Context: an optimization exercise on an open-source flow, tuned for small area, a short achievable clock period and few clock cycles. The choices shown serve that exercise and are no tape-out recipe. The RTL was checked by simulation tests, not by an equivalence proof against the original design. Power figures rest on the tool's default switching activity, not on a simulated workload.

== run A ==
Design MISP, start of the top module:
module MISP(
    input           clk,
    input           reset,
    output [31:0]   imem_addr,
    input  [31:0]   imem_data,
    output [31:0]   dmem_addr,
    output [31:0]   dmem_wdata,
    output          dmem_we,
    output          dmem_re,
    input  [31:0]   dmem_rdata
);
    reg  [9:0]  pc;
    reg  [31:0] f_ins;       
    reg         f_v;         
    wire        stall;       
    wire        e_taken;
    reg  [31:0] e_aux;
    wire        f_j    = (imem_data[31:26] == 6'b000010);
    wire [9:0]  pc_seq = pc + 10'd1;
    wire [9:0]  pc_br  = pc + e_aux[9:0];
    wire [9:0]  pc_nxt = e_taken ? pc_br : stall ? pc : f_j ? imem_data[9:0] : pc_seq;
    wire [31:0] ins = f_ins;
    wire [5:0]  op  = ins[31:26];
    wire [5:0]  fn  = ins[5:0];
    wire [4:0]  rs  = ins[25:21];
    wire [4:0]  rt  = ins[20:16];
    wire [4:0]  rd  = ins[15:11];
    wire [15:0] imm = ins[15:0];
    wire        is_j = (op == 6'b000010);
    wire is_r   = (op == 6'b000000);
    wire is_ia  = (op[5:3] == 3'b001);
    wire is_lw  = (op == 6'b100011);
    wire is_sw  = (op == 6'b101011);
    wire is_beq = (op == 6'b000100);
    wire is_bne = (op == 6'b000101);
    wire is_lui = (op == 6'b001111);
    wire is_csh = is_r & (fn[5:2] == 4'b0000);       
  ...
For scale: about 4400 cells after synthesis, about 160 I/O pins, ~58000 um^2 of cells after synthesis.
Settings: LEC_CHECK=0, CAP_MARGIN=20, CORE_MARGIN=2, CORE_UTILIZATION=40, PLACE_DENSITY=0.5, SETUP_SLACK_MARGIN=4.5, SLEW_MARGIN=20, SYNTH_HIERARCHICAL=1; clock period 7.0 ns.
run.sh (not shown) runs the stock make flow with config.mk's settings and CLKGATE_MAP_FILE= SYNTH_SCRIPT=/design/flow/synth_recipe.tcl, a recipe that flattens the netlist after the stock synthesis.
Testbench counts of run A, summed over its fixed seeds: cycles 410,726.
Relative to run A, the following input files were edited for run B:
# run A
export LEC_CHECK = 0
export CAP_MARGIN = 20
export CORE_MARGIN = 2
export CORE_UTILIZATION = 40
export PLACE_DENSITY = 0.5
export SETUP_SLACK_MARGIN = 4.5
export SLEW_MARGIN = 20
export SYNTH_HIERARCHICAL = 1
create_clock -name core_clock -period 7.0 [get_ports {clk}]
# run B
export LEC_CHECK = 0
export CAP_MARGIN = 20
export CORE_MARGIN = 2
export CORE_UTILIZATION = 48
export PLACE_DENSITY = 0.55
export SETUP_SLACK_MARGIN = 4.0
export SLEW_MARGIN = 20
export SYNTH_HIERARCHICAL = 1
create_clock -name core_clock -period 7.0 [get_ports {clk}]
Results
- Final worst slack (higher): run A
- Run B against run A: internal power has decreased, signed area change from the synthesized netlist to the final layout went down 7.5 points, sum of routed wire length over all layers -12%, required arrival time at the worst endpoint moved down.
- Delta (run B minus run A): overall routing resource usage grew by 2.5 points, met1 routing resource usage after global routing went up 1.3 points.
- Run A has higher combinational power share than run B.
- Post-placement cell count: run A and run B compared, lower one is run B
- Area of all placed cells without fillers: run B < run A
diff inputs: run B => run C
# run B
export LEC_CHECK = 0
export CAP_MARGIN = 20
export CORE_MARGIN = 2
export CORE_UTILIZATION = 48
export PLACE_DENSITY = 0.55
export SETUP_SLACK_MARGIN = 4.0
export SLEW_MARGIN = 20
export SYNTH_HIERARCHICAL = 1
create_clock -name core_clock -period 7.0 [get_ports {clk}]
# run C
export LEC_CHECK = 0
export CAP_MARGIN = 20
export CORE_MARGIN = 2
export CORE_UTILIZATION = 55
export PLACE_DENSITY = 0.62
export SETUP_SLACK_MARGIN = 4.0
export SLEW_MARGIN = 20
export SYNTH_HIERARCHICAL = 1
create_clock -name core_clock -period 7.0 [get_ports {clk}]
==> comparison <==
Run C: via count of the first global-routing pass is 338 higher than what run B reported.
Clock latency reported for the late side of the worst-skew pair: run C < run B
Run B vs run C, endpoint of the most critical setup path: e_aux[0] vs e_b[0]
Worst hold margin came out higher on run C than on run B.
The final layout from run C, which completed every stage, passed the timing, DRC and antenna checks at the end of the flow.
Diff run C..run B | footprint of the flip-flops and latches | negligible
Input changes introduced in run D (baseline for comparison: run C):
# run C
export LEC_CHECK = 0
export CAP_MARGIN = 20
export CORE_MARGIN = 2
export CORE_UTILIZATION = 55
export PLACE_DENSITY = 0.62
export SETUP_SLACK_MARGIN = 4.0
export SLEW_MARGIN = 20
export SYNTH_HIERARCHICAL = 1
create_clock -name core_clock -period 7.0 [get_ports {clk}]
# run D
export LEC_CHECK = 0
export CAP_MARGIN = 20
export CORE_MARGIN = 2
export CORE_UTILIZATION = 40
export PLACE_DENSITY = 0.5
export SETUP_SLACK_MARGIN = 4.0
export SLEW_MARGIN = 20
export SYNTH_HIERARCHICAL = 1
create_clock -name core_clock -period 7.0 [get_ports {clk}]
==> results.txt <==
Summary of run D over run C: total power went up, share of power burned in combinational logic has remained practically unchanged, proportion of synthesized flip-flops having asynchronous set or reset did not really move.

separate check: timing with driven ports:
In the flow no input, the clock included, has a driving cell. The finished layouts below were timed again as built, in two steps.
Step 1 sets driving cells, clkbuf_16 on the clock port and buf_2 on the other inputs (assumed; they add their load-dependent delay and slew).
Step 2 adds t to the input delays and takes it off the output delays; t is the mean of the earliest and latest rising clock arrival at the registers after step 1. Input paths then give back, and output paths get back, about the clock's delay inside the block.
Slacks: ideal / step 1 / step 2; pairs: ideal / step 1.
run	shift t [ns]	setup WS [ns]	latest minus earliest clock arrival (ns)	worst slew at a driven data input, ns	pins driven straight from the clock port
run A	0.849	3.686 / 3.686 / 3.565	0.049 / 0.049	0.08	1
run B	0.836	3.614 / 3.614 / 3.435	0.078 / 0.078	0.37	1
run C	0.808	3.546 / 3.546 / 3.481	0.093 / 0.093	0.15	1
run D	0.861	3.693 / 3.693 / 3.297	0.064 / 0.065	0.07	1
After both steps every run listed still meets setup and hold. The setup slack of run D, which loses most, moves by 0.000 ns with the drivers and by -0.396 ns with both steps.
